Context: an optimization exercise on an open-source flow, tuned for small area and a short achievable clock period. The choices shown serve that exercise and are no tape-out recipe. In this exercise RTL edits were held to simulation tests only and were not proved equivalent to the original. Power figures rest on the tool's default switching activity, not on a simulated workload.

$ cat design/flow/config.mk
export PLATFORM = sky130hd
export DESIGN_NAME = float_adder
export DESIGN_NICKNAME = float_adder
export VERILOG_FILES = /design/flow/design.v
export SDC_FILE = /design/flow/constraint.sdc
export NUM_CORES = 4
export LEC_CHECK = 0
export CAP_MARGIN = 20
export CORE_MARGIN = 2
export CORE_UTILIZATION = 40
export SETUP_SLACK_MARGIN = 3.0
export SLEW_MARGIN = 20
$ cat design/flow/constraint.sdc
create_clock -name core_clock -period 5.0 [get_ports {clk}]
set_input_delay 1.0000 -clock core_clock [delete_from_list [all_inputs] [get_ports {clk}]]
set_output_delay 1.0000 -clock core_clock [all_outputs]
set_load 0.01 [all_outputs]
$ cat design/flow/design.v
module float_adder(
    input   clk,
    input   rst,
    input   [31:0]  x,
    input   [31:0]  y,
    output  [31:0]  z,
    output  [1:0]   overflow  
);
    reg [2:0] cnt;
    always @(posedge clk or negedge rst) begin
        if (!rst)
            cnt <= 3'd0;
        else if (cnt != 3'd7)
            cnt <= cnt + 3'd1;
    end
    wire [8:0] d = {1'b0, x[30:23]} - {1'b0, y[30:23]};
    wire x_gt = x[30:0] > y[30:0];       
    wire zx = (x[30:0] == 31'd0);
    wire zy = (y[30:0] == 31'd0);
    reg [31:0] xr, yr;
    reg [8:0]  i_d;
    reg        i_xb, i_hx, i_hy;
    always @(posedge clk) begin
        i_hx <= ~zx;             
        i_hy <= ~zy | zx;        
        xr   <= x;
        yr   <= y;
        i_d  <= d;
        i_xb <= x_gt;
    end
    wire [7:0] ex = xr[30:23], ey = yr[30:23];
    wire [22:0] mx = xr[22:0], my = yr[22:0];
    wire sx = xr[31], sy = yr[31];
    wire sub = sx ^ sy;
    wire neg = i_d[8];                   
    wire hx = i_hx, hy = i_hy;
    wire [23:0] s_sml = i_xb ? {hy, my} : (neg ? {1'b0, hx, mx[22:1]} : {hx, mx});
    wire [4:0]  sh    = i_d[4:0] ^ {5{neg}};
    wire        far   = neg ? (i_d[7:5] != 3'b111) : (i_d[7:5] != 3'b000);
    wire [23:0] s_al  = far ? 24'd0 : (s_sml >> sh);
    wire [22:0] m_big = i_xb ? mx : my;         
    wire [7:0]  e_big = i_xb ? ex : ey;
    wire ex1 = (ex == 8'd255), ey1 = (ey == 8'd255);
    wire nan  = (ex1 && (mx != 23'd0)) || (ey1 && (my != 23'd0));
    wire spec = ex1 || ey1;
    wire ones = nan || (ex1 && ey1 && sub);
    wire sgn = spec ? (sx | nan) : (i_xb ? sx : sy);
    reg [22:0] a_big;
    reg [23:0] a_sml;
    reg [7:0]  a_e;
    reg a_sgn, a_sub, a_spec, a_ones;
    always @(posedge clk) begin
        a_big  <= m_big;
        a_sml  <= s_al ^ {24{sub}};
        a_e    <= e_big;
        a_sgn  <= sgn;
        a_sub  <= sub;
        a_spec <= spec;
        a_ones <= ones;
    end
    wire [25:0] s_res = {2'b01, a_big, 1'b1} + {a_sub, a_sml, a_sub};
    wire [24:0] sum = {s_res[25] & ~a_sub, s_res[24:1]};
    reg [24:0] m_sum;
    reg [7:0]  m_ep1;        
    reg m_sgn, m_spec, m_ones;
    always @(posedge clk) begin
        m_sum  <= sum;
        m_ep1  <= a_e + 8'd1;
        m_sgn  <= a_sgn;
        m_spec <= a_spec;
        m_ones <= a_ones;
    end
    wire e0 = (m_ep1 == 8'd1);
    wire [24:0] lzin = {m_sum[24], m_sum[23] | e0, m_sum[22:0]};
    reg [4:0] k;
    integer i;
    always @(*) begin
        k = 5'd0;
        for (i = 0; i < 25; i = i + 1)
            if (lzin[i]) k = 5'd24 - i[4:0];
    end
    wire [23:0] crs  = m_sum[23:0] << {k[4:3], 3'b000};
    wire zero = (m_sum == 25'd0);
    wire ovf  = m_sum[24] && (m_ep1 == 8'd255);
    reg [23:0] n_m;
    reg [4:0]  n_k;
    reg [7:0]  n_ep1;
    reg        n_ones, n_clr, n_e255, n_e0;
        always @(posedge clk) begin
        n_m    <= crs;
        n_k    <= k;
        n_ep1  <= m_ep1;
        n_ones <= m_spec & m_ones;
        n_clr  <= m_spec | ovf;
        n_e255 <= m_spec | ovf;
        n_e0   <= zero & ~m_spec;
    end
    reg        z_s;
    reg [1:0]  z_ov;
    always @(posedge clk) begin
        if (cnt == 3'd3) begin
            z_s    <= (zero & ~m_spec) ? 1'b0 : m_sgn;
            z_ov   <= m_spec ? 2'b11 : {1'b0, ovf};
        end
    end
    wire [23:0] fin = n_m << n_k[2:0];
    reg [22:0] z_m;
    reg [7:0]  z_e;
    always @(posedge clk) begin
        if (cnt == 3'd4) begin
        z_m <= n_ones ? {23{1'b1}} : (n_clr ? 23'd0 : fin[23:1]);
        z_e <= n_e255 ? 8'd255 : (n_e0 ? 8'd0 : n_ep1 - {3'd0, n_k});
        end
    end
    assign z = {z_s, z_e, z_m};
    assign overflow = z_ov;
endmodule
$ cat design/flow/run.sh
#!/bin/bash
# synth_recipe.tcl (not shown) runs the flow's synth.tcl, then flattens the netlist and writes it again
# the make line also repeats each setting of config.mk as NAME=value (left out here)
make -C /OpenROAD-flow-scripts/flow DESIGN_CONFIG=/design/flow/config.mk WORK_HOME=/design/flow/orfs CLKGATE_MAP_FILE= SYNTH_SCRIPT=/design/flow/synth_recipe.tcl finish
==> results of run 1 <==
## sequential cells by signal, indices dropped and copies added, names as in the netlist, 2 cells and up
register  count
a_big        23
a_e           8
a_sml        24
cnt           3
i_d           9
m_ep1         8
m_sum        25
n_ep1         8
n_k           5
n_m          24
xr           32
yr           32
z_e           8
z_m          23
z_ov          2
## per-stage QoR
| stage | instance area, um2 | power, mW | util (%) | setup WS (ns) | hold WS [ns] |
|---|---|---|---|---|---|
| after floorplan | 13400 | 5.03 | - | 2.70 | 0.310 |
| after global placement | 14600 | 5.71 | 45.2 | 1.84 | 0.312 |
| after detailed placement | 14600 | 5.73 | 45.2 | 1.83 | 0.312 |
| after CTS | 17000 | 8.41 | 52.6 | 2.64 | 0.326 |
| after global routing | 17800 | 9.23 | 55.0 | 2.50 | 0.330 |
| final | 17800 | 8.77 | 55.0 | 2.64 | 0.325 |
## path summary, 6_finish.rpt
path	end	slack, ns	depth (start not counted)
max	a_sml[3]	2.64	11
min	m_spec	0.33	0
max reg2reg	a_sml[3]	2.64	11
min reg2reg	m_spec	0.33	0
max in group asynchronous	cnt[0]	4.19	1
min in group asynchronous	cnt[2]	0.65	1
## critical path: cells and delay by family (launching register included)
kind,cells,cell delay (ns)
muxes,1,0.17
DFF,1,0.40
AOI/OAI and AO/OA,4,0.81
buffers and inverters,4,0.53
xor gates and xnor gates,2,0.33
## per-layer routing
layer | up-vias | share of wire (%)
met5 | - | 0
met4 | 0 | 5.0
met3 | 152 | 6.4
met2 | 507 | 48
met1 | 5203 | 41
li1 | 5160 | -
## power groups by stage
stage	registers (mW)	logic [mW]	clock network, mW
6_report	2.90	3.88	1.99
5_1_grt	2.95	4.17	2.11
4_1_cts	2.86	3.52	2.03
3_5_place_dp	2.89	2.84	0
3_3_place_gp	2.89	2.82	0
2_1_floorplan	2.71	2.31	0
## area by class of cell
cell class | instances | area [um2] | share of cell area (%)
multi-input combinational | 915 | 8550 | 48.0
sequential | 248 | 5360 | 30.1
timing repair buffer | 234 | 2140 | 12.0
clock buffer | 37 | 733 | 4.12
tap | 442 | 553 | 3.11
inverter | 69 | 309 | 1.74
clock inverter | 12 | 158 | 0.886
## synth_stat cells, types with 21 or more instances
cell type  count
dfxtp_1      211
nand2_1       73
nor2_1        73
inv_1         66
ha_1          65
mux2_2        56
xnor2_1       53
a21oi_1       51
mux2i_1       49
a21o_1        38
o21ai_0       38
edfxtp_1      34
nor4_1        32
o211ai_1      25
o21bai_1      24
nand4_1       22
nor3_1        22
nand2b_1      21
## kinds of logic (layout without fill, tap and decap cells)
kind of cell	after synthesis	after routing	synth area share [%]
compound gates	314	314	17.1
xor+xnor	71	76	5.22
mux	135	135	13.1
fa+ha+maj	68	68	6.68
buf+inv	125	352	4.68
simple gates	322	322	12.5
flops	248	248	40.7
## timing repair
item | in CTS | in global routing
setup endpoints to repair | 106 | 101
gates resized for setup | 481 | 109
cloned | 11 | 3
setup buffers | 75 | 36
pin swaps | 77 | 70
==> impl_metrics.py, run 1 <==
metrics = {
    "timing": {
        "finalHoldViolCount": 0,
        "fin_skew_ns": 0.0163,
        "worst_pin_slew_ns": 0.697,
        "rsz0062_at_grt": "yes",
        "fin_setup_tns_ns": 0,
        "worst_slew_margin_rel_pct": 53.3,
        "slew_viol_final": 0,
        "final-setup-viol-count": 0,
        "period_share_pct": 47.3,
        "min_period_ns": 2.36,
        "max_freq_ghz": 0.423,
    },
    "clocking": {
        "clock_path_buffers": 3,
        "clk_pin_slew_ns": 0.06,
        "cts_tree": "built",
        "clkLatencyLatePin_ns": 0.55,
        "cts_buffers": 27,
        "cts-htree-levels": 1,
        "postCtsHoldBufs": 0,
        "cts_root_buf": "clkbuf_16",
        "clock_sinks": 248,
    },
    "pwr": {
        "leakage_nw": 7.23,
        "irDropWorstVdd_v": 0.000245,
        "p_sw_mw": 3.16,
        "power.share.combinational_pct": 44.3,
        "pwr-share-clk_pct": 22.7,
        "p_per_area_nw_per_um2": 493,
        "seq_power_share_pct": 33.0,
        "swShare_pct": 36.0,
        "internal_power_mw": 5.61,
    },
    "grt": {
        "grt_busiest_layer": "met2",
        "met3_usage_pct": 3.13,
        "grt_pass1_vias": 10714,
        "grt_pass1_wl_mm": 59.7,
        "grt_max_degree": 32,
        "grt_usage_pct": 22.3,
        "antenna_found_initial": 1,
        "grtUsageMet2_pct": 38.5,
        "grtUsageMet1_pct": 28.1,
        "overflow": 0,
    },
    "synthesis": {
        "synth_edf_count": 34,
        "synth_cells": 1283,
        "yosysUniqueCellTypes": 93,
        "syn_area_um2": 13100,
        "yosysTopAreaCell": "dfxtp_1",
        "yosysTopAreaCellShare_pct": 32.3,
        "ys.flop_type": "dfxtp_1",
        "syn-num-nets": 1417,
        "seq_area_frac_synth_pct": 40.7,
        "avgSynthCellArea_um2": 10.2,
        "ys_ff_latch": 248,
        "synthArstFlopShare_pct": 1.21,
        "yosysWarningCount": 1,
        "netlist_top_cells_area": "dfxtp_1 32%, edfxtp_1 7.8%, ha_1 6.2%",
    },
    "placement": {
        "place.port_buffers": 99,
        "gp_congestion": 0.947,
        "hpwl_mm": 27.3,
        "place_inst": 1783,
    },
    "floorplan": {
        "rows": 66,
        "die_h_um": 185,
        "num_io_pins": 100,
        "core_area_um2": 32400,
        "dieArea_um2": 34100,
        "fp.dieW_um": 185,
        "initial_utilization_pct": 40.4,
    },
    "critical_path": {
        "endpoint_kind": "flop",
        "path_class": "reg -> reg",
        "timing.critical_path.slowest_stage_cell": "dfxtp_4",
        "critPathRequiredTime_ns": 5.42,
        "rr_startpoint": "i_d[8]",
        "crit_path_frequent_cell": "buf_12",
        "arrival_ns": 2.79,
        "setup.worst_path.start": "i_d[8]",
        "critPathMaxStageDelay_ns": 0.40,
        "crit_chain": "buf_12 -> xnor2_4 -> buf_12 -> buf_16 -> buf_12 -> o211ai_1 -> a31oi_1 -> mux2i_1 -> a211oi_2 -> a221oi_2 -> xnor2_1",
        "cp_max_fo": 8,
        "critical_path.startpoint_type": "flop",
    },
    "layout": {
        "num-nets-final": 1629,
        "fill_cells": 2815,
        "diodes": 0,
        "final_cell_mix": "198 x dfxtp_1, 90 x buf_4, 64 x nand2_1, 64 x nor2_1, 59 x buf_2",
        "fin_cells": 1957,
        "layout_commonest_cell": "dfxtp_1",
        "syn2layout_area_growth_pct": 36.1,
        "drive_above_1_share_pct": 35.9,
    },
    "routing": {
        "drt-initial-drc-count": 732,
        "wl_per_cell_um": 20.2,
        "wirelength_mm": 39.5,
        "drcViolationCount": 0,
        "via_count": 11022,
        "ant_nets": 0,
        "via_per_inst": 5.63,
        "firstDrtPassIters": 7,
    },
    "run_status": {
        "status": "timing/DRC/antenna clean",
    },
    "run": {
        "max-cap-violations": 0,
    },
    "worst_hold_path": {
        "min_path_type": "reg -> reg",
        "holdCritStartpoint": "a_spec",
    },
}
==> inputs of run 2 (changes only) <==
--- a/design/flow/config.mk
+++ b/design/flow/config.mk
@@ -7,6 +7,6 @@
 export LEC_CHECK = 0
 export CAP_MARGIN = 20
 export CORE_MARGIN = 2
-export CORE_UTILIZATION = 40
-export SETUP_SLACK_MARGIN = 3.0
+export CORE_UTILIZATION = 65
+export SETUP_SLACK_MARGIN = 2.5
 export SLEW_MARGIN = 20
==> run 2 against run 1 <==
Sequential share of layout area up 4.3 points. Fmax shrank 6.1%. Core utilization up 24 points. Register-to-register slack worse by 0.15 ns. Still clean on timing, DRC and antenna. Final cell count shrank 15%. Setup slack worse by 0.15 ns. Critical endpoint is now a_sml[0]. Combinational power decreased by 21%. Sequential power about the same. Hold slack better by 0.0034 ns. Final area shrank 13%. Sequential cell count stayed put. Clock skew shrank 0.0049 ns.
==> impl_metrics.py, run 2 <==
metrics = {
    "layout": {
        "drive_above_1_share_pct": 16.2,
        "top_regs": "xr: 32 flops, yr: 32 flops, m_sum: 25 flops",
        "finalInstanceArea_um2": 15500,
        "num-nets-final": 1523,
        "syn2layout_area_growth_pct": 18.6,
        "final_cell_mix": "202 x dfxtp_1, 79 x clkdlybuf4s50_1, 73 x nand2_1, 73 x nor2_1, 64 x inv_1",
        "fill_cells": 1271,
        "layout_commonest_cell": "dfxtp_1",
        "finish.utilization_pct": 79.2,
        "diodes": 0,
        "fin_cells": 1670,
    },
    "floorplan": {
        "initial_utilization_pct": 66.7,
        "die_h_um": 146,
        "fp.dieW_um": 146,
        "num_io_pins": 100,
        "dieArea_um2": 21300,
        "rows": 51,
        "core_area_um2": 19600,
    },
    "synthesis": {
        "synthArstFlopShare_pct": 1.21,
        "syn-num-nets": 1417,
        "yosysUniqueCellTypes": 93,
        "yosysTopAreaCellShare_pct": 32.3,
        "syn_area_um2": 13100,
        "synthTopCellsByCount": "211 x dfxtp_1, 73 x nand2_1, 73 x nor2_1, 66 x inv_1, 65 x ha_1",
        "netlist_top_cells_area": "dfxtp_1 32%, edfxtp_1 7.8%, ha_1 6.2%",
        "synth_cells": 1283,
        "yosysMostFrequentCell": "dfxtp_1",
        "avgSynthCellArea_um2": 10.2,
        "yosysTopAreaCell": "dfxtp_1",
        "ys_ff_latch": 248,
        "ys.flop_type": "dfxtp_1",
        "seq_area_frac_synth_pct": 40.7,
        "yosysWarningCount": 1,
        "synth_edf_count": 34,
    },
    "critical_path": {
        "rr_startpoint": "i_d[8]",
        "critPathMaxStageDelay_ns": 0.47,
        "path_class": "reg -> reg",
        "r2r_slack_ns": 2.48,
        "crit_chain": "buf_4 -> mux2_2 -> o21ai_0 -> mux2i_1 -> a22oi_1 -> a21oi_1 -> o221ai_1 -> xnor2_1",
        "r2r-end": "a_sml[0]",
        "critical_path.startpoint_type": "flop",
        "r2r_cells": 8,
        "arrival_ns": 2.95,
        "cp_max_fo": 11,
        "timing.critical_path.slowest_stage_cell": "dfxtp_4",
        "critPathRequiredTime_ns": 5.43,
        "endpoint_kind": "flop",
    },
    "timing": {
        "slew_viol_final": 0,
        "worst_slew_margin_rel_pct": 41.1,
        "fin_skew_ns": 0.0113,
        "holdWs_ns": 0.328,
        "finalHoldViolCount": 0,
        "setup_ws_ns": 2.48,
        "fin_setup_tns_ns": 0,
        "max_freq_ghz": 0.397,
        "min_period_ns": 2.52,
        "period_share_pct": 50.4,
        "rsz0062_at_grt": "yes",
        "final-setup-viol-count": 0,
        "worst_pin_slew_ns": 0.882,
    },
    "clocking": {
        "clock_path_buffers": 3,
        "cts-htree-levels": 1,
        "cts_tree": "built",
        "cts_root_buf": "clkbuf_16",
        "clk_pin_slew_ns": 0.06,
        "postCtsHoldBufs": 0,
        "clock_sinks": 248,
        "clkLatencyLatePin_ns": 0.51,
        "cts_buffers": 25,
    },
    "grt": {
        "antenna_found_initial": 1,
        "grt_usage_pct": 33.4,
        "grt_max_degree": 81,
        "grt_pass1_wl_mm": 56.7,
        "overflow": 0,
        "grt_pass1_vias": 10480,
    },
    "worst_hold_path": {
        "hold_end": "m_spec",
        "holdCritStartpoint": "a_spec",
        "min_path_type": "reg -> reg",
        "holdPathStages": 0,
    },
    "placement": {
        "place.port_buffers": 99,
        "place_inst": 1602,
        "placed_area_um2": 14100,
        "hpwl_mm": 27.1,
        "gp_congestion": 0.982,
        "preCtsSetupSlack_ns": 1.72,
    },
    "pwr": {
        "internal_power_mw": 4.94,
        "irDropWorstVdd_v": 0.000279,
        "seq_power_share_pct": 37.1,
        "pwr-share-clk_pct": 23.2,
        "p_per_area_nw_per_um2": 500,
        "power.total_mw": 7.75,
        "leakage_nw": 6.41,
        "power.share.combinational_pct": 39.7,
        "p_sw_mw": 2.82,
        "swShare_pct": 36.3,
    },
    "routing": {
        "firstDrtPassIters": 5,
        "wirelength_mm": 37.0,
        "drt-initial-drc-count": 880,
        "via_count": 10612,
        "ant_nets": 0,
        "wl_per_cell_um": 22.1,
        "drcViolationCount": 0,
        "via_per_inst": 6.35,
    },
    "run": {
        "max-cap-violations": 0,
    },
    "run_status": {
        "status": "timing/DRC/antenna clean",
    },
}
-- run 2: cell counts after synthesis --
No cell type changed its count.
-- run 2: cell families after synthesis --
family	count (synthesis)	share of synthesized area (%)
AOI/OAI and AO/OA	314	17.1
muxes	135	13.1
adders and majority gates	68	6.68
buffers and inverters	125	4.68
xor gates and xnor gates	71	5.22
DFF	248	40.7
and+or+nand+nor	322	12.5
-- run 2: area by class of cell --
| cell class | instances | area, um2 | area share (%) |
|---|---|---|---|
| clock buffer | 36 | 717 | 4.62 |
| clock inverter | 7 | 72.6 | 0.468 |
| inverter | 69 | 265 | 1.71 |
| multi-input combinational | 913 | 7420 | 47.8 |
| sequential | 248 | 5330 | 34.4 |
| tap | 265 | 332 | 2.14 |
| timing repair buffer | 132 | 1370 | 8.83 |
-- run 2: worst max-delay path by stage --
| stage | start | end | slack (ns) | cells after the start |
|---|---|---|---|---|
| floorplan | y[24] | i_xb | 2.51 | 9 |
| global placement | y[24] | i_xb | 1.75 | 10 |
| detailed placement | y[24] | i_xb | 1.72 | 10 |
| CTS | a_sub | m_sum[17] | 2.50 | 9 |
| global route | i_xb | a_sml[5] | 2.42 | 8 |
| finish | i_d[8] | a_sml[0] | 2.48 | 8 |
-- run 2: repair_timing --
action | 4_1_cts | 5_1_grt
resized for setup | 39 | 51
buffers inserted | 8 | 12
gates cloned | 2 | 3
endpoints found under the setup margin | 41 | 29
pin swaps | 6 | 15
-- run 2: power groups by stage --
stage	clock, mW	sequential [mW]	combinational [mW]
after floorplan	0	2.71	2.22
after global placement	0	2.88	2.72
after detailed placement	0	2.89	2.77
after CTS	1.81	2.85	2.89
after global routing	1.88	2.92	3.34
final	1.80	2.88	3.07
-- run 2: critical path, delay by kind of cell (launching register included) --
kind | cells | cell delay, ns
AO/OA/AOI/OAI | 4 | 1.07
XOR/XNOR | 1 | 0.14
buffers and inverters | 1 | 0.19
flip-flops | 1 | 0.47
multiplexers | 2 | 0.57
-- run 2: per-layer routing --
metal  global-route usage [%]  wire (um)  vias to the layer above
met5                        0          0                        -
li1                         -          -                     4951
met1                     41.3      14300                     5058
met3                     6.55       2950                       91
met2                     58.5      18500                      512
met4                     11.4       1150                        0
==> inputs of run 3 (changes only) <==
--- a/design/flow/config.mk
+++ b/design/flow/config.mk
@@ -5,8 +5,9 @@
 export SDC_FILE = /design/flow/constraint.sdc
 export NUM_CORES = 4
 export LEC_CHECK = 0
+export ABC_AREA = 1
 export CAP_MARGIN = 20
 export CORE_MARGIN = 2
-export CORE_UTILIZATION = 65
+export CORE_UTILIZATION = 40
 export SETUP_SLACK_MARGIN = 2.5
 export SLEW_MARGIN = 20
==> run 3 against run 2 <==
Still clean. Hold slack hardly changed. Final area fell by 6.3%. First-iteration DRC count down 22%. Critical path depth is 7 lower. Synthesized area fell by 9.4%. Core utilization down 30 points. Clock-buffer cell count increased by 3. Fmax up 4.8%. Clock skew fell by 0.0012 ns. Global-route usage is 14 points lower. Register-to-register slack improved by 0.15 ns.
==> impl_metrics.py, run 3 <==
metrics = {
    "run_status": {
        "status": "timing/DRC/antenna clean",
    },
    "grt": {
        "antenna_found_initial": 0,
        "grt_pass1_wl_mm": 47.8,
        "grt_max_degree": 58,
        "overflow": 0,
        "grt_pass1_vias": 9663,
        "grt_usage_pct": 19.1,
    },
    "routing": {
        "wl_per_cell_um": 15.2,
        "firstDrtPassIters": 6,
        "via_per_inst": 5.10,
        "ant_nets": 0,
        "via_count": 10066,
        "drcViolationCount": 0,
        "wirelength_mm": 29.9,
        "drt-initial-drc-count": 686,
    },
    "timing": {
        "slew_viol_final": 0,
        "fin_skew_ns": 0.0102,
        "max_freq_ghz": 0.416,
        "worst_pin_slew_ns": 0.632,
        "fin_setup_tns_ns": 0,
        "min_period_ns": 2.40,
        "period_share_pct": 48.0,
        "finalHoldViolCount": 0,
        "worst_slew_margin_rel_pct": 57.8,
        "rsz0062_at_grt": "no",
        "final-setup-viol-count": 0,
        "setup_ws_ns": 2.60,
    },
    "placement": {
        "preCtsSetupSlack_ns": 1.77,
        "gp_congestion": 0.892,
        "place.port_buffers": 99,
        "hpwl_mm": 23.4,
        "placed_area_um2": 13200,
    },
    "layout": {
        "finalInstanceArea_um2": 14500,
        "drive_above_1_share_pct": 7.65,
        "syn2layout_area_growth_pct": 22.6,
        "num-nets-final": 1695,
        "final_cell_mix": "316 x nand2_1, 207 x dfxtp_1, 157 x inv_1",
        "diodes": 0,
        "finish.utilization_pct": 49.4,
        "top_regs": "xr: 32 flops, yr: 32 flops, m_sum: 25 flops",
        "layout_commonest_cell": "nand2_1",
    },
    "synthesis": {
        "synth_compound_area_share_pct": 14.9,
        "yosysTopAreaCell": "dfxtp_1",
        "synth_cells": 1452,
        "synthTopCellsByCount": "317 x nand2_1, 211 x dfxtp_1, 164 x inv_1, 129 x o21ai_0, 83 x a21oi_1",
        "syn-num-nets": 1586,
        "synth_edf_count": 34,
        "netlist_top_cells_area": "dfxtp_1 36%, nand2_1 10%, edfxtp_1 8.6%",
        "seq_area_frac_synth_pct": 44.9,
        "synthMuxAreaShare_pct": 2.07,
        "yosysWarningCount": 1,
        "yosysMostFrequentCell": "nand2_1",
        "yosys.area_share.simple_pct": 18.2,
        "synth_xor_area_share_pct": 5.22,
        "ys.flop_type": "dfxtp_1",
        "ys_ff_latch": 248,
        "synthAdderAreaFrac_pct": 7.37,
        "yosysTopAreaCellShare_pct": 35.7,
        "synthArstFlopShare_pct": 1.21,
        "avgSynthCellArea_um2": 8.16,
        "synth_top_family_by_area": "simple AND/OR/NAND/NOR gates",
        "yosysUniqueCellTypes": 45,
        "syn_area_um2": 11800,
    },
    "clocking": {
        "clk_pin_slew_ns": 0.06,
        "clock_sinks": 248,
        "clkLatencyLatePin_ns": 0.53,
        "cts_tree": "built",
        "cts-htree-levels": 1,
        "postCtsHoldBufs": 0,
        "cts_root_buf": "clkbuf_16",
        "cts_buffers": 27,
        "clock_path_buffers": 3,
    },
    "pwr": {
        "p_per_area_nw_per_um2": 520,
        "leakage_nw": 6.44,
        "irDropWorstVdd_v": 0.000299,
        "power.total_mw": 7.56,
    },
    "critical_path": {
        "crit_chain": "clkdlybuf4s50_1",
        "cp_max_fo": 1,
        "rr_startpoint": "a_big[0]",
        "endpoint_kind": "output port",
        "critical_path.startpoint_type": "flop",
        "timing.critical_path.slowest_stage_cell": "clkdlybuf4s50_1",
        "setup.worst_path.start": "z_e[0]",
        "path_buf_inv": 1,
        "critPathRequiredTime_ns": 4.00,
        "critPathMaxStageDelay_ns": 0.53,
        "arrival_ns": 1.40,
        "r2r_slack_ns": 2.63,
        "path_class": "reg -> out",
        "path_delay_family": "buffers and inverters",
    },
    "floorplan": {
        "rows": 63,
        "core_area_um2": 29400,
        "initial_utilization_pct": 40.3,
        "num_io_pins": 100,
        "die_h_um": 176,
        "dieArea_um2": 31000,
        "fp.dieW_um": 176,
    },
    "worst_hold_path": {
        "holdCritStartpoint": "a_ones",
        "min_path_type": "reg -> reg",
    },
    "run": {
        "max-cap-violations": 0,
    },
}
==> run 3: timing repair <==
action	CTS	global route
gates resized for setup	19	52
setup buffers	7	8
pin swaps	3	5
setup endpoints to repair	28	44
gates cloned	1	3
==> run 3: worst reg2reg max path: stages, from the launching register on <==
cell and delay (ns):
dfxtp_1 0.35, inv_1 0.07, fa_1 0.47, o21ai_2 0.19, a21oi_1 0.14, o21ai_2 0.22
a21oi_4 0.12, o21bai_2 0.20, nand2_1 0.07, nand2_1 0.09, a21oi_1 0.07, nor2_1 0.09
nor2_1 0.05, xor2_1 0.13
==> run 3: cell families after synthesis <==
family | after synthesis
simple gates | 515
compound gates | 312
flops | 248
buf+inv | 217
xor+xnor | 68
fa+ha+maj | 68
mux | 24
==> run 3: power by group <==
part           total, mW  internal (mW)  switching (mW)
clock               2.07           1.30           0.779
combinational       2.72           1.06            1.66
sequential          2.77           2.49           0.281
total               7.56           4.84            2.72
==> run 3: area by class of cell <==
cell class / count / area [um2]
Timing Repair inverter: 2 / 10.0
Multi-Input combinational cell: 987 / 5790
Tap cell: 390 / 488
Sequential cell: 248 / 5330
Fill cell: 2833 / 14900
Inverter: 166 / 642
Clock inverter: 11 / 144
Timing Repair Buffer: 129 / 1300
Clock buffer: 39 / 822
==> run 3: layer usage <==
metal / wire, um / up-vias / part of all wire (%) / global-route usage, %
met4: 1320 / 0 / 4.4 / 7.58
met1: 12700 / 4563 / 43 / 23.3
met5: 0 / - / 0 / 0
met2: 14400 / 297 / 48 / 33.7
met3: 1410 / 87 / 4.7 / 2.69
li1: - / 5119 / - / -
==> run 3: path summary, 6_finish.rpt <==
| path | end | cells past startpoint |
|---|---|---|
| min in group asynchronous | cnt[2] | 1 |
| setup reg to reg | m_sum[23] | 13 |
| hold / removal | m_ones | 0 |
| setup / recovery | z[23] | 1 |
| hold reg to reg | m_ones | 0 |
| max in group asynchronous | cnt[0] | 1 |
==> run 3: stage by stage <==
step / hold WS [ns] / std cells
after CTS: 0.332 / 1961
after detailed placement: 0.318 / 1903
after global placement: 0.312 / 1903
final: 0.329 / 1972
after global routing: 0.336 / 1972
after floorplan: 0.310 / 1452
==> inputs of run 4 (changes only) <==
--- a/design/flow/config.mk
+++ b/design/flow/config.mk
@@ -5,7 +5,6 @@
 export SDC_FILE = /design/flow/constraint.sdc
 export NUM_CORES = 4
 export LEC_CHECK = 0
-export ABC_AREA = 1
 export CAP_MARGIN = 20
 export CORE_MARGIN = 2
 export CORE_UTILIZATION = 40
==> run 4 against run 3 <==
Synthesized area rose by 10%. Final cell count shrank 5.9%. Still clean on timing, DRC and antenna. Core utilization shrank 0.24 points. Sequential share of layout area down 3.2 points. Critical endpoint is now a_sml[5]. Largest power group is now combinational logic. Register-to-register slack got worse by 0.13 ns. Total power rose by 4.3%. Clock skew rose by 0.0048 ns. Fmax is 4.1% lower. Largest cell class unchanged. Global-route usage rose by 1.2 points.
==> impl_metrics.py, run 4 <==
metrics = {
    "timing": {
        "slew_viol_final": 0,
        "fin_skew_ns": 0.0150,
        "finalHoldViolCount": 0,
        "min_period_ns": 2.50,
        "rsz0062_at_grt": "yes",
        "holdWs_ns": 0.324,
        "max_freq_ghz": 0.399,
        "worst_pin_slew_ns": 0.754,
        "final-setup-viol-count": 0,
        "period_share_pct": 50.1,
        "fin_setup_tns_ns": 0,
        "worst_slew_margin_rel_pct": 49.5,
    },
    "critical_path": {
        "timing.critical_path.slowest_stage_cell": "dfxtp_4",
        "r2r_cells": 9,
        "endpoint_kind": "flop",
        "critPathRequiredTime_ns": 5.41,
        "critical_path.startpoint_type": "flop",
        "crit_chain": "buf_12 -> buf_4 -> mux2_2 -> mux2i_2 -> mux2i_1 -> a222oi_1 -> a22oi_1 -> o211a_1 -> xnor2_1",
        "rr_startpoint": "i_d[8]",
        "path_class": "reg -> reg",
        "critPathMaxStageDelay_ns": 0.38,
        "r2r_slack_ns": 2.50,
        "cp_max_fo": 10,
        "endpoint": "a_sml[5]",
        "r2r-end": "a_sml[5]",
        "setup.worst_path.start": "i_d[8]",
        "arrival_ns": 2.91,
    },
    "grt": {
        "grt_max_degree": 81,
        "antenna_found_initial": 1,
        "overflow": 0,
        "grt_usage_pct": 20.3,
        "grt_pass1_vias": 10067,
        "grt_pass1_wl_mm": 54.8,
    },
    "synthesis": {
        "yosysTopAreaCell": "dfxtp_1",
        "synthMuxAreaShare_pct": 13.1,
        "synth_cells": 1283,
        "avgSynthCellArea_um2": 10.2,
        "yosysUniqueCellTypes": 93,
        "yosysTopAreaCellShare_pct": 32.3,
        "syn_area_um2": 13100,
        "ys.flop_type": "dfxtp_1",
        "synth_top_family_by_area": "compound AO/OA/AOI/OAI gates",
        "ys_ff_latch": 248,
        "synth_compound_area_share_pct": 17.1,
        "synthTopCellsByCount": "211 x dfxtp_1, 73 x nand2_1, 73 x nor2_1, 66 x inv_1, 65 x ha_1",
        "seq_area_frac_synth_pct": 40.7,
        "yosys.area_share.simple_pct": 12.5,
        "yosysWarningCount": 1,
        "synth_edf_count": 34,
        "synthArstFlopShare_pct": 1.21,
        "synthAdderAreaFrac_pct": 6.68,
        "netlist_top_cells_area": "dfxtp_1 32%, edfxtp_1 7.8%, ha_1 6.2%",
        "syn-num-nets": 1417,
        "yosysMostFrequentCell": "dfxtp_1",
        "synth_xor_area_share_pct": 5.22,
    },
    "floorplan": {
        "die_h_um": 185,
        "rows": 66,
        "initial_utilization_pct": 40.4,
        "dieArea_um2": 34100,
        "fp.dieW_um": 185,
        "core_area_um2": 32400,
        "num_io_pins": 100,
    },
    "worst_hold_path": {
        "min_path_type": "reg -> reg",
    },
    "layout": {
        "layout_commonest_cell": "dfxtp_1",
        "area.sequential_um2": 5330,
        "num-nets-final": 1527,
        "final_cell_mix": "204 x dfxtp_1, 86 x clkdlybuf4s50_1, 73 x nand2_1",
        "drive_above_1_share_pct": 16.7,
        "syn2layout_area_growth_pct": 21.8,
        "multiInputGateArea_um2": 7440,
        "fin_cells": 1855,
        "top_regs": "xr: 32 flops, yr: 32 flops, m_sum: 25 flops",
        "fill_cells": 3041,
        "diodes": 0,
    },
    "placement": {
        "place_inst": 1779,
        "place.port_buffers": 99,
        "gp_congestion": 0.895,
        "hpwl_mm": 26.8,
    },
    "clocking": {
        "cts_buffers": 27,
        "clock_sinks": 248,
        "cts-htree-levels": 1,
        "cts_tree": "built",
        "cts_root_buf": "clkbuf_16",
        "clkLatencyLatePin_ns": 0.53,
        "clock_path_buffers": 3,
        "clk_pin_slew_ns": 0.06,
    },
    "pwr": {
        "power.share.combinational_pct": 38.4,
        "internal_power_mw": 5.14,
        "irDropWorstVdd_v": 0.000229,
        "swShare_pct": 34.9,
        "pwr-share-clk_pct": 25.5,
        "p_sw_mw": 2.75,
        "p_per_area_nw_per_um2": 495,
        "seq_power_share_pct": 36.0,
        "leakage_nw": 6.46,
    },
    "run_status": {
        "status": "timing/DRC/antenna clean",
    },
    "routing": {
        "drt-initial-drc-count": 597,
        "wl_per_cell_um": 19.0,
        "drcViolationCount": 0,
        "via_count": 10096,
        "ant_nets": 0,
        "firstDrtPassIters": 7,
        "wirelength_mm": 35.2,
        "via_per_inst": 5.44,
    },
    "run": {
        "max-cap-violations": 0,
    },
}
==> run 4: changes by cell type after synthesis, sizes merged, moves of 36 or more <==
| cell | change |
|---|---|
| a21o | +37 |
| inv | -97 |
| mux2 | +59 |
| nand2 | -244 |
| o21ai | -100 |
| xnor2 | +36 |
==> run 4: power groups by stage <==
stage | clock (mW) | combinational (mW) | sequential (mW)
after detailed placement | 0 | 2.75 | 2.88
after global placement | 0 | 2.74 | 2.87
after floorplan | 0 | 2.22 | 2.71
final | 2.01 | 3.03 | 2.84
after CTS | 2.05 | 2.85 | 2.84
after global routing | 2.13 | 3.32 | 2.89
==> run 4: how the worst min path moves through the flow <==
stage,from,to,slack [ns],cells after the start
final,a_ones,m_ones,0.32,0
after global placement,a_spec,m_spec,0.31,0
after global routing,a_ones,m_ones,0.34,0
after detailed placement,a_spec,m_spec,0.31,0
after CTS,a_spec,m_spec,0.33,0
after floorplan,a_ones,m_ones,0.31,0
==> run 4: critical path: cells and delay by family (launching register included) <==
family	cells	cell delay (ns)
AO/OA/AOI/OAI	3	0.72
XOR/XNOR	1	0.14
buffers and inverters	2	0.33
flip-flops	1	0.38
multiplexers	3	0.82
==> run 4: kinds of logic (layout without fill, tap and decap cells) <==
group                    Yosys count  in the layout
AO/OA/AOI/OAI                    314            314
flip-flops                       248            248
buffers and inverters            125            251
AND/OR/NAND/NOR                  322            322
XOR/XNOR                          71             75
adder cells (fa/ha/maj)           68             68
multiplexers                     135            135
==> run 4: per-layer routing <==
layer,track usage [%],share of wire (%),wire length [um],up-vias
li1,-,-,-,4959
met1,26.8,45,15900,4750
met2,34.2,47,16600,310
met3,2.54,4.3,1520,77
met4,6.86,3.5,1230,0
met5,0,0,0,-
==> run 4: what timing repair did <==
action,in CTS,in global routing
resized for setup,39,51
setup endpoints to repair,38,29
pin swaps,6,12
hold buffers,0,0
cloned,2,3
buffers inserted,7,15
==> run 4: through the flow <==
| stage | util [%] | worst slack (ns) | power [mW] | cell area (um2) |
|---|---|---|---|---|
| global placement | 44.4 | 1.70 | 5.61 | 14400 |
| floorplan | - | 2.51 | 4.93 | 13100 |
| finish | 49.2 | 2.50 | 7.89 | 15900 |
| global route | 49.2 | 2.46 | 8.33 | 15900 |
| detailed placement | 44.4 | 1.66 | 5.63 | 14400 |
| CTS | 47.9 | 2.50 | 7.73 | 15500 |
==> run 4: layout make-up <==
type,count,area share (%)
flip-flops and latches,248,33.5
clock buffers,43,5.45
inverters,69,1.67
repair buffers,133,8.79
multi-input cells,914,46.8
well taps,442,3.47
clock inverters,6,0.369
==> inputs of run 5 (changes only) <==
--- a/design/flow/config.mk
+++ b/design/flow/config.mk
@@ -7,6 +7,8 @@
 export LEC_CHECK = 0
 export CAP_MARGIN = 20
 export CORE_MARGIN = 2
-export CORE_UTILIZATION = 40
+export CORE_UTILIZATION = 50
+export CTS_BUF_LIST = sky130_fd_sc_hd__clkbuf_8
+export CTS_CLUSTER_SIZE = 40
 export SETUP_SLACK_MARGIN = 2.5
 export SLEW_MARGIN = 20
==> run 5 against run 4 <==
Final area is 1.7% lower. Global-route usage is 5.5 points higher. Core utilization is 11 points higher. Sequential share of layout area is 0.58 points higher. Critical endpoint is now i_xb. Largest cell class unchanged.
==> impl_metrics.py, run 5 <==
metrics = {
    "routing": {
        "wirelength_mm": 36.4,
        "drt-initial-drc-count": 794,
        "ant_nets": 0,
        "drcViolationCount": 0,
        "via_per_inst": 5.86,
        "via_count": 10368,
        "wl_per_cell_um": 20.6,
        "firstDrtPassIters": 5,
    },
    "grt": {
        "antenna_found_initial": 0,
        "grt_pass1_wl_mm": 56.4,
        "overflow": 0,
        "grt_pass1_vias": 10183,
        "grt_usage_pct": 25.8,
        "grt_max_degree": 61,
    },
    "critical_path": {
        "crit_path_frequent_cell": "a21o_1",
        "r2r-end": "a_sml[5]",
        "rr_startpoint": "i_d[8]",
        "arrival_ns": 2.95,
        "critPathRequiredTime_ns": 5.44,
        "critical_path.startpoint_type": "input port",
        "r2r_cells": 8,
        "crit_chain": "clkdlybuf4s50_1 -> inv_1 -> ha_4 -> a21o_1 -> a21o_1 -> a21oi_2 -> o21ai_2 -> a211o_1 -> a211oi_2 -> a21oi_1",
        "cp_max_fo": 5,
        "critPathMaxStageDelay_ns": 0.49,
        "r2r_slack_ns": 2.58,
        "path_class": "in -> reg",
        "setup.worst_path.start": "y[28]",
        "endpoint_kind": "flop",
        "timing.critical_path.slowest_stage_cell": "clkdlybuf4s50_1",
    },
    "clocking": {
        "clkLatencyLatePin_ns": 0.56,
        "cts_root_buf": "clkbuf_8",
        "cts_tree": "built",
        "cts_buffers": 41,
        "clock_sinks": 248,
        "cts-htree-levels": 2,
        "clock_path_buffers": 3,
        "clk_pin_slew_ns": 0.06,
    },
    "synthesis": {
        "yosysUniqueCellTypes": 93,
        "yosysMostFrequentCell": "dfxtp_1",
        "yosysTopAreaCellShare_pct": 32.3,
        "synthTopCellsByCount": "211 x dfxtp_1, 73 x nand2_1, 73 x nor2_1, 66 x inv_1, 65 x ha_1",
        "yosysTopAreaCell": "dfxtp_1",
        "syn-num-nets": 1417,
        "syn_area_um2": 13100,
        "ys.flop_type": "dfxtp_1",
        "ys_ff_latch": 248,
        "netlist_top_cells_area": "dfxtp_1 32%, edfxtp_1 7.8%, ha_1 6.2%",
        "synth_cells": 1283,
        "synth_edf_count": 34,
        "avgSynthCellArea_um2": 10.2,
        "seq_area_frac_synth_pct": 40.7,
        "synthArstFlopShare_pct": 1.21,
        "yosysWarningCount": 1,
    },
    "placement": {
        "place.port_buffers": 99,
        "hpwl_mm": 27.5,
        "preCtsSetupSlack_ns": 1.78,
        "place_inst": 1672,
        "gp_congestion": 0.945,
    },
    "worst_hold_path": {
        "hold_end": "m_spec",
        "min_path_type": "reg -> reg",
        "holdCritStartpoint": "a_spec",
        "holdPathStages": 0,
    },
    "layout": {
        "top_regs": "xr: 32 flops, yr: 32 flops, m_sum: 25 flops",
        "layout_commonest_cell": "dfxtp_1",
        "drive_above_1_share_pct": 17.5,
        "final_cell_mix": "203 x dfxtp_1, 92 x clkdlybuf4s50_1, 74 x inv_1",
        "syn2layout_area_growth_pct": 19.7,
        "num-nets-final": 1538,
        "multiInputGateArea_um2": 7450,
        "fill_cells": 2306,
        "fin_cells": 1769,
        "area.sequential_um2": 5340,
        "finish.utilization_pct": 60.6,
    },
    "timing": {
        "max_freq_ghz": 0.398,
        "worst_slew_margin_rel_pct": 36.5,
        "period_share_pct": 50.2,
        "min_period_ns": 2.51,
        "fin_setup_tns_ns": 0,
        "worst_pin_slew_ns": 0.951,
        "rsz0062_at_grt": "yes",
        "fin_skew_ns": 0.0224,
        "finalHoldViolCount": 0,
        "setup_ws_ns": 2.49,
        "holdWs_ns": 0.328,
        "slew_viol_final": 0,
        "final-setup-viol-count": 0,
    },
    "floorplan": {
        "core_area_um2": 25800,
        "rows": 59,
        "dieArea_um2": 27500,
        "num_io_pins": 100,
        "die_h_um": 166,
        "fp.dieW_um": 166,
        "initial_utilization_pct": 50.6,
    },
    "pwr": {
        "irDropWorstVdd_v": 0.000377,
        "leakage_nw": 6.42,
        "p_per_area_nw_per_um2": 490,
    },
    "run": {
        "max-cap-violations": 0,
    },
    "run_status": {
        "status": "timing/DRC/antenna clean",
    },
}
## run 5: cells by family (layout without fill, tap and decap cells)
| logic type | Yosys count | count (layout) | synth area share [%] |
|---|---|---|---|
| mux | 135 | 135 | 13.1 |
| compound gates | 314 | 314 | 17.1 |
| xor+xnor | 71 | 75 | 5.22 |
| fa+ha+maj | 68 | 68 | 6.68 |
| simple gates | 322 | 322 | 12.5 |
| flops | 248 | 248 | 40.7 |
| buf+inv | 125 | 271 | 4.68 |
| other cells | 0 | 1 | 0 |
## run 5: how the worst max path moves through the flow
stage               slack, ns         to
finish                   2.49       i_xb
global route             2.38       i_xb
CTS                      2.44  a_sml[10]
detailed placement       1.78       i_xb
global placement         1.79       i_xb
floorplan                2.51       i_xb
## run 5: critical path: cells and delay by family
kind | cells | cell delay, ns
compound gates | 7 | 1.12
buf+inv | 2 | 0.57
fa+ha+maj | 1 | 0.26
## run 5: power by group
group | internal (mW) | total (mW) | switching [mW]
Combinational | 1.41 | 3.01 | 1.60
Sequential | 2.47 | 2.90 | 0.422
Clock | 0.948 | 1.77 | 0.823
## run 5: final cells by class
type                       count  area share [%]
sequential                   248            34.1
antenna                        1          0.0160
clock buffer                  52            4.57
clock inverter                20           0.719
timing repair buffer         130            8.63
multi-input combinational    914            47.6
tap                          335            2.68
inverter                      69            1.73
## run 5: what timing repair did
action | in CTS | in global routing
resized for setup | 32 | 55
endpoints found under the setup margin | 34 | 36
hold buffers | 0 | 0
setup buffers | 6 | 12
pin swaps | 6 | 11
gates cloned | 1 | 5
## run 5: metal layers
metal | vias to the layer above | wire length, um | GRT usage [%]
li1 | 4992 | - | -
met1 | 4970 | 16300 | 34.9
met2 | 341 | 17000 | 42.3
met3 | 65 | 2320 | 4.95
met4 | 0 | 837 | 7.07
met5 | - | 0 | 0
## run 5: per-stage QoR
stage	power (mW)	area (um2)
finish	7.68	15700
global route	8.13	15700
CTS	7.53	15200
detailed placement	5.67	14200
global placement	5.67	14200
floorplan	4.93	13100
==> inputs of run 6 (changes only) <==
==> design/flow/flow/run.sh (new file) <==
#!/bin/bash
# Standard layout, with the port buffers made from a plain buffer cell.
set -euo pipefail
export BUFFER_PORTS_ARGS="-buffer_cell sky130_fd_sc_hd__buf_2"
bash standard.sh > standard.log 2>&1
==> design/flow/standard.sh (new file) <==
#!/bin/bash
# synth_recipe.tcl (not shown) runs the flow's synth.tcl, then flattens the netlist and writes it again
# the make line also repeats each setting of config.mk as NAME=value (left out here)
make -C /OpenROAD-flow-scripts/flow DESIGN_CONFIG=/design/flow/config.mk WORK_HOME=/design/flow/orfs CLKGATE_MAP_FILE= SYNTH_SCRIPT=/design/flow/synth_recipe.tcl "${@:-finish}"
--- a/design/flow/config.mk
+++ b/design/flow/config.mk
@@ -7,8 +7,6 @@
 export LEC_CHECK = 0
 export CAP_MARGIN = 20
 export CORE_MARGIN = 2
-export CORE_UTILIZATION = 50
-export CTS_BUF_LIST = sky130_fd_sc_hd__clkbuf_8
-export CTS_CLUSTER_SIZE = 40
+export CORE_UTILIZATION = 40
 export SETUP_SLACK_MARGIN = 2.5
 export SLEW_MARGIN = 20
removed: design/flow/run.sh
==> run 6 against run 5 <==
Still clean. Clock power grew 3%. Combinational power shrank 3%. First-iteration DRC count shrank 25%. Synthesized area is the same. Sequential cell count is the same. Setup slack gained 0.071 ns. Via count shrank 2.2%. Final area shrank 3.5%. Final cell count grew 4.6%.
==> impl_metrics.py, run 6 <==
metrics = {
    "run_status": {
        "status": "timing/DRC/antenna clean",
    },
    "clocking": {
        "cts_buffers": 26,
        "cts_tree": "built",
        "clkLatencyLatePin_ns": 0.53,
        "cts_root_buf": "clkbuf_16",
        "clock_sinks": 248,
        "clock_path_buffers": 3,
        "cts-htree-levels": 1,
        "clk_pin_slew_ns": 0.06,
    },
    "synthesis": {
        "yosysMostFrequentCell": "dfxtp_1",
        "synth_cells": 1283,
        "yosysUniqueCellTypes": 93,
        "netlist_top_cells_area": "dfxtp_1 32%, edfxtp_1 7.8%, ha_1 6.2%",
        "ys_ff_latch": 248,
        "avgSynthCellArea_um2": 10.2,
        "yosysTopAreaCellShare_pct": 32.3,
        "syn-num-nets": 1417,
        "seq_area_frac_synth_pct": 40.7,
        "ys.flop_type": "dfxtp_1",
        "yosysTopAreaCell": "dfxtp_1",
        "yosysWarningCount": 1,
        "synthTopCellsByCount": "211 x dfxtp_1, 73 x nand2_1, 73 x nor2_1, 66 x inv_1, 65 x ha_1",
        "syn_area_um2": 13100,
        "synthArstFlopShare_pct": 1.21,
        "synth_edf_count": 34,
    },
    "placement": {
        "place.port_buffers": 99,
        "hpwl_mm": 26.8,
        "gp_congestion": 0.915,
        "placed_area_um2": 13900,
        "preCtsSetupSlack_ns": 1.98,
    },
    "floorplan": {
        "fp.dieW_um": 185,
        "num_io_pins": 100,
        "dieArea_um2": 34100,
        "core_area_um2": 32400,
        "initial_utilization_pct": 40.4,
        "die_h_um": 185,
        "rows": 66,
    },
    "routing": {
        "ant_nets": 0,
        "wirelength_mm": 34.8,
        "via_count": 10144,
        "firstDrtPassIters": 5,
        "drt-initial-drc-count": 594,
        "wl_per_cell_um": 18.8,
        "via_per_inst": 5.48,
        "drcViolationCount": 0,
    },
    "grt": {
        "grt_pass1_wl_mm": 54.1,
        "overflow": 0,
        "grt_max_degree": 81,
        "grt_pass1_vias": 9930,
        "grt_usage_pct": 20.1,
        "antenna_found_initial": 0,
    },
    "pwr": {
        "p_per_area_nw_per_um2": 504,
        "irDropWorstVdd_v": 0.000278,
        "leakage_nw": 6.28,
        "power.total_mw": 7.61,
    },
    "critical_path": {
        "critPathMaxStageDelay_ns": 0.40,
        "r2r-end": "m_sum[22]",
        "critical_path.startpoint_type": "flop",
        "arrival_ns": 2.82,
        "endpoint_kind": "flop",
        "r2r_slack_ns": 2.56,
        "path_class": "reg -> reg",
        "critPathRequiredTime_ns": 5.38,
        "crit_chain": "ha_1 -> a21o_1 -> a211oi_2 -> o211ai_1 -> a311o_1 -> a211o_1 -> nor4_2 -> a311oi_2",
        "timing.critical_path.slowest_stage_cell": "a311o_1",
        "path_buf_inv": 0,
        "rr_startpoint": "a_big[0]",
        "path_delay_family": "compound AO/OA/AOI/OAI gates",
        "cp_max_fo": 3,
        "r2r_cells": 8,
    },
    "layout": {
        "finalInstanceArea_um2": 15100,
        "num-nets-final": 1524,
        "final_cell_mix": "202 x dfxtp_1, 99 x buf_2, 73 x nand2_1, 73 x nor2_1, 65 x inv_1",
        "area.sequential_um2": 5340,
        "top_regs": "xr: 32 flops, yr: 32 flops, m_sum: 25 flops",
        "fill_cells": 3104,
        "syn2layout_area_growth_pct": 15.5,
        "drive_above_1_share_pct": 22.4,
        "layout_commonest_cell": "dfxtp_1",
        "diodes": 0,
        "multiInputGateArea_um2": 7320,
    },
    "timing": {
        "worst_slew_margin_rel_pct": 40.6,
        "slew_viol_final": 0,
        "finalHoldViolCount": 0,
        "fin_skew_ns": 0.0191,
        "fin_setup_tns_ns": 0,
        "rsz0062_at_grt": "yes",
        "worst_pin_slew_ns": 0.884,
        "max_freq_ghz": 0.410,
        "setup_ws_ns": 2.56,
        "min_period_ns": 2.44,
        "final-setup-viol-count": 0,
        "period_share_pct": 48.8,
    },
    "worst_hold_path": {
        "min_path_type": "in -> async",
    },
    "run": {
        "max-cap-violations": 0,
    },
}
## run 6: timing repair
item,in CTS,in global routing
gates resized for setup,11,35
buffers inserted,7,13
setup endpoints to repair,34,29
endpoints found under the hold margin,0,0
hold buffers,0,0
pin swaps,3,10
cloned,2,2
## run 6: layout make-up
class,instances,share of cell area (%)
Timing Repair Buffer,132,5.33
Clock buffer,36,4.96
Multi-Input combinational cell,913,48.5
Inverter,69,1.76
Sequential cell,248,35.3
Clock inverter,11,0.489
Tap cell,442,3.66
## run 6: worst register-to-register path: stages, from the launching register on
cell	delay, ns
dfxtp_4	0.36
ha_1	0.29
a21o_1	0.19
a211oi_2	0.22
o211ai_1	0.14
a311o_1	0.40
a211o_1	0.37
nor4_2	0.26
a311oi_2	0.06
## run 6: logic make-up (layout without fill, tap and decap cells)
family	count (synthesis)	count (layout)	share of synthesized area (%)
DFF	248	248	40.7
xor gates and xnor gates	71	74	5.22
buffers and inverters	125	248	4.68
muxes	135	135	13.1
and+or+nand+nor	322	322	12.5
AOI/OAI and AO/OA	314	314	17.1
adders and majority gates	68	68	6.68
## run 6: where the power goes
part	total (mW)	leakage [nW]	switching, mW	internal [mW]
Sequential	2.85	2.10	0.380	2.47
Clock	1.83	0.413	0.775	1.05
Combinational	2.93	3.76	1.56	1.37
Total	7.61	6.28	2.72	4.89
## run 6: routing by layer
| layer | GRT usage [%] | wire [um] | share of wire, % |
|---|---|---|---|
| met1 | 27.4 | 16000 | 46 |
| met2 | 32.9 | 16200 | 46 |
| met3 | 2.18 | 1450 | 4.2 |
| met4 | 7.37 | 1140 | 3.3 |
| met5 | 0 | 0 | 0 |
## run 6: stage by stage
step | utilization, % | cells | hold WS, ns
floorplan | - | 1283 | 0.310
global placement | 42.9 | 1780 | 0.311
detailed placement | 42.9 | 1780 | 0.312
CTS | 45.8 | 1836 | 0.243
global route | 46.7 | 1851 | 0.246
finish | 46.7 | 1851 | 0.267
## run 6: how the worst max path moves through the flow
stage	from	end	cells after the start
after global routing	i_d[8]	a_sml[0]	8
after detailed placement	i_d[8]	a_sml[2]	8
after global placement	i_d[8]	a_sml[2]	6
final	a_big[0]	m_sum[22]	8
after floorplan	y[24]	i_xb	9
after CTS	a_big[0]	m_sum[24]	8
==> inputs of run 7 (changes only) <==
==> design/flow/config.mk (replaced) <==
export PLATFORM = sky130hd
export DESIGN_NAME = float_adder
export DESIGN_NICKNAME = float_adder
export VERILOG_FILES = /design/flow/design.v
export SDC_FILE = /design/flow/constraint.sdc
export NUM_CORES = 4
export LEC_CHECK = 0
export ABC_AREA = 1
export CAP_MARGIN = 20
export CORE_MARGIN = 2
export CORE_UTILIZATION = 50
export CTS_BUF_LIST = sky130_fd_sc_hd__clkbuf_8
export CTS_CLUSTER_SIZE = 40
export SETUP_SLACK_MARGIN = 2.8
export SLEW_MARGIN = 20
==> run 7 against run 6 <==
Highest routed layer unchanged. Clock skew rose by 0.0072 ns. Clock power fell by 5%. Critical path type unchanged. Still clean on timing, DRC and antenna. Largest cell class unchanged. Non-clock buffer count rose by 42.
==> impl_metrics.py, run 7 <==
metrics = {
    "run": {
        "max-cap-violations": 0,
    },
    "layout": {
        "diodes": 0,
        "layout_commonest_cell": "nand2_1",
        "area.sequential_um2": 5350,
        "multiInputGateArea_um2": 6160,
        "fill_cells": 2123,
        "top_regs": "xr: 32 flops, yr: 32 flops, m_sum: 25 flops",
        "drive_above_1_share_pct": 21.9,
        "num-nets-final": 1761,
        "finalInstanceArea_um2": 14700,
        "fin_cells": 1978,
        "syn2layout_area_growth_pct": 23.9,
        "final_cell_mix": "306 x nand2_1, 201 x dfxtp_1, 163 x inv_1",
    },
    "floorplan": {
        "fp.dieW_um": 158,
        "die_h_um": 158,
        "core_area_um2": 23300,
        "dieArea_um2": 24900,
        "initial_utilization_pct": 50.8,
        "rows": 56,
        "num_io_pins": 100,
    },
    "synthesis": {
        "avgSynthCellArea_um2": 8.16,
        "yosysUniqueCellTypes": 45,
        "synth_top_family_by_area": "simple AND/OR/NAND/NOR gates",
        "synthArstFlopShare_pct": 1.21,
        "syn-num-nets": 1586,
        "synthAdderAreaFrac_pct": 7.37,
        "synthMuxAreaShare_pct": 2.07,
        "synthTopCellsByCount": "317 x nand2_1, 211 x dfxtp_1, 164 x inv_1, 129 x o21ai_0, 83 x a21oi_1",
        "ys_ff_latch": 248,
        "synth_xor_area_share_pct": 5.22,
        "yosysTopAreaCellShare_pct": 35.7,
        "seq_area_frac_synth_pct": 44.9,
        "ys.flop_type": "dfxtp_1",
        "synth_edf_count": 34,
        "yosysWarningCount": 1,
        "netlist_top_cells_area": "dfxtp_1 36%, nand2_1 10%, edfxtp_1 8.6%",
        "yosysTopAreaCell": "dfxtp_1",
        "synth_compound_area_share_pct": 14.9,
        "yosys.area_share.simple_pct": 18.2,
        "syn_area_um2": 11800,
        "yosysMostFrequentCell": "nand2_1",
        "synth_cells": 1452,
    },
    "timing": {
        "period_share_pct": 44.9,
        "worst_pin_slew_ns": 0.650,
        "fin_setup_tns_ns": 0,
        "min_period_ns": 2.24,
        "rsz0062_at_grt": "yes",
        "fin_skew_ns": 0.0263,
        "holdWs_ns": 0.254,
        "max_freq_ghz": 0.446,
        "final-setup-viol-count": 0,
        "worst_slew_margin_rel_pct": 56.6,
        "setup_ws_ns": 2.76,
        "slew_viol_final": 0,
        "finalHoldViolCount": 0,
    },
    "clocking": {
        "cts_buffers": 40,
        "clkLatencyLatePin_ns": 0.53,
        "clk_pin_slew_ns": 0.06,
        "clock_sinks": 248,
        "cts_tree": "built",
        "postCtsHoldBufs": 0,
        "cts_root_buf": "clkbuf_8",
        "clock_path_buffers": 3,
        "cts-htree-levels": 2,
    },
    "critical_path": {
        "arrival_ns": 2.70,
        "endpoint_kind": "flop",
        "path_class": "reg -> reg",
        "critical_path.startpoint_type": "flop",
        "cp_max_fo": 9,
        "critPathRequiredTime_ns": 5.45,
    },
    "grt": {
        "overflow": 0,
        "grt_pass1_wl_mm": 49.2,
        "grt_max_degree": 33,
        "grt_usage_pct": 25.3,
        "antenna_found_initial": 0,
        "grt_pass1_vias": 9620,
    },
    "pwr": {
        "irDropWorstVdd_v": 0.000198,
        "seq_power_share_pct": 36.3,
        "p_sw_mw": 2.93,
        "power.share.combinational_pct": 41.0,
        "pwr-share-clk_pct": 22.6,
        "leakage_nw": 6.68,
        "p_per_area_nw_per_um2": 524,
        "internal_power_mw": 4.76,
        "swShare_pct": 38.1,
    },
    "routing": {
        "via_per_inst": 5.33,
        "drt-initial-drc-count": 668,
        "firstDrtPassIters": 5,
        "wirelength_mm": 32.3,
        "ant_nets": 0,
        "drcViolationCount": 0,
        "via_count": 10540,
        "wl_per_cell_um": 16.4,
    },
    "placement": {
        "place_inst": 1830,
        "gp_congestion": 0.929,
        "hpwl_mm": 23.9,
        "placed_area_um2": 12600,
        "place.port_buffers": 99,
        "preCtsSetupSlack_ns": 1.84,
    },
    "worst_hold_path": {
        "min_path_type": "in -> async",
    },
    "run_status": {
        "status": "timing/DRC/antenna clean",
    },
}
-- run 7: cells by family (layout without fill, tap and decap cells) --
family,after synthesis,after routing
compound gates,312,312
xor+xnor,68,68
fa+ha+maj,68,68
buf+inv,217,423
flops,248,248
mux,24,24
simple gates,515,516
-- run 7: layout make-up --
type                       count  share of cell area (%)
sequential                   248                    36.4
timing repair inverter         9                   0.358
clock inverter                23                   0.904
inverter                     166                    4.51
tap                          319                    2.72
timing repair buffer         174                    8.35
multi-input combinational    988                    42.0
clock buffer                  51                    4.78
-- run 7: stage by stage --
| stage | util, % | power [mW] |
|---|---|---|
| after floorplan | - | 4.67 |
| after global placement | 54.1 | 5.37 |
| after detailed placement | 54.1 | 5.37 |
| after CTS | 59.6 | 7.34 |
| after global routing | 62.9 | 8.23 |
| final | 62.9 | 7.68 |
-- run 7: worst paths after layout --
path	startpoint	end	slack, ns	depth (start not counted)
max	i_xb	a_sml[3]	2.76	12
min	rst	cnt[1]	0.25	1
max reg2reg	i_xb	a_sml[3]	2.76	12
min reg2reg	a_sgn	m_sgn	0.33	0
max in group asynchronous	rst	cnt[0]	4.64	1
min in group core_clock	a_sgn	m_sgn	0.33	0
-- run 7: power groups by stage --
stage	Clock [mW]	Combinational [mW]	Sequential [mW]
after floorplan	0	1.98	2.68
after global placement	0	2.51	2.86
after detailed placement	0	2.52	2.85
after CTS	1.79	2.73	2.81
after global routing	1.88	3.52	2.83
final	1.74	3.15	2.79
-- run 7: layer usage --
layer / wire, um / share of wire (%) / global-route usage [%]
met1: 14600 / 45 / 33.6
met2: 15000 / 46 / 41.8
met3: 1690 / 5.2 / 3.42
met4: 1060 / 3.3 / 9.70
met5: 0 / 0 / 0
-- run 7: repair_timing --
action / 4_1_cts / 5_1_grt
setup endpoints to repair: 77 / 49
hold endpoints to repair: 0 / 0
gates resized for setup: 60 / 125
setup buffers: 20 / 40
gates cloned: 6 / 8
pin swaps: 6 / 47
-- run 7: critical path: stages, from the launching register on --
cell        delay, ns
dfxtp_4          0.36
buf_12           0.10
clkinvlp_4       0.19
buf_4            0.23
o21ai_0          0.32
mux2i_1          0.12
buf_4            0.16
o21ai_0          0.15
o22ai_1          0.11
nand2_1          0.11
nand3_1          0.08
nand2_1          0.07
xor2_1           0.16
==> inputs of run 8 (changes only) <==
--- a/design/flow/config.mk
+++ b/design/flow/config.mk
@@ -11,5 +11,5 @@
 export CORE_UTILIZATION = 50
 export CTS_BUF_LIST = sky130_fd_sc_hd__clkbuf_8
 export CTS_CLUSTER_SIZE = 40
-export SETUP_SLACK_MARGIN = 2.8
+export SETUP_SLACK_MARGIN = 2.5
 export SLEW_MARGIN = 20
==> run 8 against run 7 <==
Clock skew decreased by 0.0077 ns. Setup slack lost 0.15 ns. First-iteration DRC count grew 0.30%. Core utilization fell by 3.4 points. Total power fell by 4.8%. Critical path type unchanged. Largest cell class unchanged. Sequential share of layout area rose by 2.0 points. Hold slack got worse by 0.014 ns. Synthesized area did not move. Fmax is 6.4% lower. Via count is 4.1% lower. Sequential power about the same.
==> impl_metrics.py, run 8 <==
metrics = {
    "clocking": {
        "clk_pin_slew_ns": 0.06,
        "clkLatencyLatePin_ns": 0.54,
        "cts_root_buf": "clkbuf_8",
        "cts_tree": "built",
        "cts_buffers": 40,
        "clock_path_buffers": 3,
        "postCtsHoldBufs": 0,
        "cts-htree-levels": 2,
        "clock_sinks": 248,
    },
    "synthesis": {
        "yosysTopAreaCellShare_pct": 35.7,
        "avgSynthCellArea_um2": 8.16,
        "yosysWarningCount": 1,
        "synth_cells": 1452,
        "synthArstFlopShare_pct": 1.21,
        "synthTopCellsByCount": "317 x nand2_1, 211 x dfxtp_1, 164 x inv_1, 129 x o21ai_0, 83 x a21oi_1",
        "seq_area_frac_synth_pct": 44.9,
        "ys.flop_type": "dfxtp_1",
        "yosysMostFrequentCell": "nand2_1",
        "syn-num-nets": 1586,
        "syn_area_um2": 11800,
        "ys_ff_latch": 248,
        "synth_edf_count": 34,
        "netlist_top_cells_area": "dfxtp_1 36%, nand2_1 10%, edfxtp_1 8.6%",
        "yosysTopAreaCell": "dfxtp_1",
        "yosysUniqueCellTypes": 45,
    },
    "layout": {
        "area.sequential_um2": 5340,
        "finalInstanceArea_um2": 13900,
        "drive_above_1_share_pct": 15.3,
        "finish.utilization_pct": 59.5,
        "final_cell_mix": "314 x nand2_1, 205 x dfxtp_1, 166 x inv_1",
        "fill_cells": 2195,
        "diodes": 0,
        "layout_commonest_cell": "nand2_1",
        "num-nets-final": 1714,
        "multiInputGateArea_um2": 5790,
        "syn2layout_area_growth_pct": 17.2,
        "top_regs": "xr: 32 flops, yr: 32 flops, m_sum: 25 flops",
        "fin_cells": 1926,
    },
    "timing": {
        "worst_slew_margin_rel_pct": 53.3,
        "fin_skew_ns": 0.0186,
        "slew_viol_final": 0,
        "finalHoldViolCount": 0,
        "worst_pin_slew_ns": 0.693,
        "final-setup-viol-count": 0,
        "max_freq_ghz": 0.417,
        "min_period_ns": 2.40,
        "holdWs_ns": 0.240,
        "rsz0062_at_grt": "no",
        "fin_setup_tns_ns": 0,
        "setup_ws_ns": 2.60,
        "period_share_pct": 47.9,
    },
    "grt": {
        "grt_max_degree": 41,
        "grtUsageMet2_pct": 40.9,
        "met3_usage_pct": 3.42,
        "antenna_found_initial": 0,
        "grtUsageMet1_pct": 33.9,
        "grt_busiest_layer": "met2",
        "overflow": 0,
        "grt_pass1_vias": 9445,
        "grt_usage_pct": 24.8,
        "grt_pass1_wl_mm": 48.4,
    },
    "run_status": {
        "status": "timing/DRC/antenna clean",
    },
    "placement": {
        "place_inst": 1830,
        "preCtsSetupSlack_ns": 1.82,
        "hpwl_mm": 23.7,
        "placed_area_um2": 12600,
        "place.port_buffers": 99,
        "gp_congestion": 0.903,
    },
    "critical_path": {
        "timing.critical_path.slowest_stage_cell": "dfxtp_4",
        "r2r-end": "a_sml[0]",
        "cp_max_fo": 26,
        "path_class": "reg -> reg",
        "endpoint": "a_sml[0]",
        "critical_path.startpoint_type": "flop",
        "r2r_cells": 12,
        "path_delay_family": "buffers and inverters",
        "endpoint_kind": "flop",
        "arrival_ns": 2.80,
        "setup.worst_path.start": "i_d[8]",
        "path_buf_inv": 4,
        "r2r_slack_ns": 2.60,
        "cp_num_cells": 12,
        "critPathMaxStageDelay_ns": 0.40,
        "rr_startpoint": "i_d[8]",
        "critPathRequiredTime_ns": 5.40,
        "crit_chain": "buf_12 -> xnor2_2 -> buf_4 -> clkinvlp_4 -> buf_4 -> nand2_1 -> o21ai_1 -> o22ai_1 -> nand2_1 -> nand3_1 -> nand3_1 -> xor2_1",
    },
    "pwr": {
        "pwr-share-clk_pct": 23.7,
        "power.share.combinational_pct": 37.9,
        "p_per_area_nw_per_um2": 527,
        "swShare_pct": 38.0,
        "seq_power_share_pct": 38.5,
        "power.total_mw": 7.32,
        "internal_power_mw": 4.54,
        "p_sw_mw": 2.78,
        "leakage_nw": 6.40,
        "irDropWorstVdd_v": 0.000269,
    },
    "routing": {
        "wirelength_mm": 31.1,
        "ant_nets": 0,
        "wl_per_cell_um": 16.1,
        "via_count": 10106,
        "drt-initial-drc-count": 670,
        "drcViolationCount": 0,
        "firstDrtPassIters": 5,
        "via_per_inst": 5.25,
    },
    "floorplan": {
        "dieArea_um2": 24900,
        "initial_utilization_pct": 50.8,
        "die_h_um": 158,
        "num_io_pins": 100,
        "core_area_um2": 23300,
        "fp.dieW_um": 158,
        "rows": 56,
    },
    "worst_hold_path": {
        "min_path_type": "in -> async",
    },
    "run": {
        "max-cap-violations": 0,
    },
}
==> run 8: changes by cell type in the layout (fill, tap and decap cells not counted), sizes merged <==
cell / delta
clkbuf: +1
nand2: -1
clkinvlp: -11
bufbuf: -1
buf: -40
==> run 8: layout make-up <==
type	instances	area share, %
repair buffers	134	6.28
clock buffers	51	5.05
well taps	319	2.87
inverters	166	4.65
multi-input cells	987	41.7
flip-flops and latches	248	38.4
repair inverters	3	0.144
clock inverters	18	0.856
==> run 8: kinds of logic after synthesis <==
kind of cell / share of synthesized area (%)
simple gates: 18.2
compound gates: 14.9
flops: 44.9
buf+inv: 7.32
xor+xnor: 5.22
fa+ha+maj: 7.37
mux: 2.07
==> run 8: how the worst min path moves through the flow <==
stage            from      to  slack, ns  cells past startpoint
6_report          rst  cnt[2]       0.24                      1
3_5_place_dp    a_sgn   m_sgn       0.32                      0
5_1_grt           rst  cnt[2]       0.21                      1
4_1_cts           rst  cnt[2]       0.20                      1
3_3_place_gp    a_sgn   m_sgn       0.31                      0
2_1_floorplan  a_ones  m_ones       0.31                      0
==> run 8: timing repair <==
item / 4_1_cts / 5_1_grt
pin swaps: 1 / 7
gates cloned: 4 / 3
endpoints found under the setup margin: 36 / 39
endpoints found under the hold margin: 0 / 0
buffers inserted: 7 / 13
resized for setup: 24 / 53
==> run 8: power by group through the flow <==
stage	sequential, mW	combinational, mW	clock (mW)
2_1_floorplan	2.68	1.97	0
3_3_place_gp	2.84	2.52	0
3_5_place_dp	2.84	2.52	0
4_1_cts	2.82	2.60	1.78
5_1_grt	2.86	3.11	1.87
6_report	2.81	2.77	1.73
==> run 8: routing by layer <==
| layer | vias to the layer above | routed length (um) |
|---|---|---|
| met4 | 0 | 708 |
| met5 | - | 0 |
| li1 | 5161 | - |
| met2 | 259 | 14500 |
| met1 | 4631 | 14500 |
| met3 | 55 | 1420 |

[re-timing with driven ports]
Ports are ideal in the flow. The routed layouts listed here were re-timed in OpenROAD. Step 1, drivers: a clkbuf_16 drives clk and a buf_2 each remaining input, both assumed. Step 2, shift: input delay + t, output delay - t, t = (earliest + latest rising clock arrival at the registers) / 2. This alone moves slack from input paths to output paths. Three values: no drivers, after step 1, after step 2; two values: the first two.
| run | t, ns | setup WS [ns] |
|---|---|---|
| run 1 | 0.599 | 2.637 / 2.637 / 2.407 |
| run 2 | 0.548 | 2.482 / 2.482 / 2.010 |
| run 3 | 0.571 | 2.598 / 2.550 / 2.055 |
| run 4 | 0.577 | 2.496 / 2.496 / 2.064 |
| run 5 | 0.589 | 2.488 / 2.508 / 1.918 |
| run 6 | 0.572 | 2.559 / 2.559 / 2.100 |
| run 7 | 0.565 | 2.757 / 2.757 / 2.286 |
| run 8 | 0.573 | 2.604 / 2.604 / 2.278 |
After both steps setup and hold are still met in every run listed.
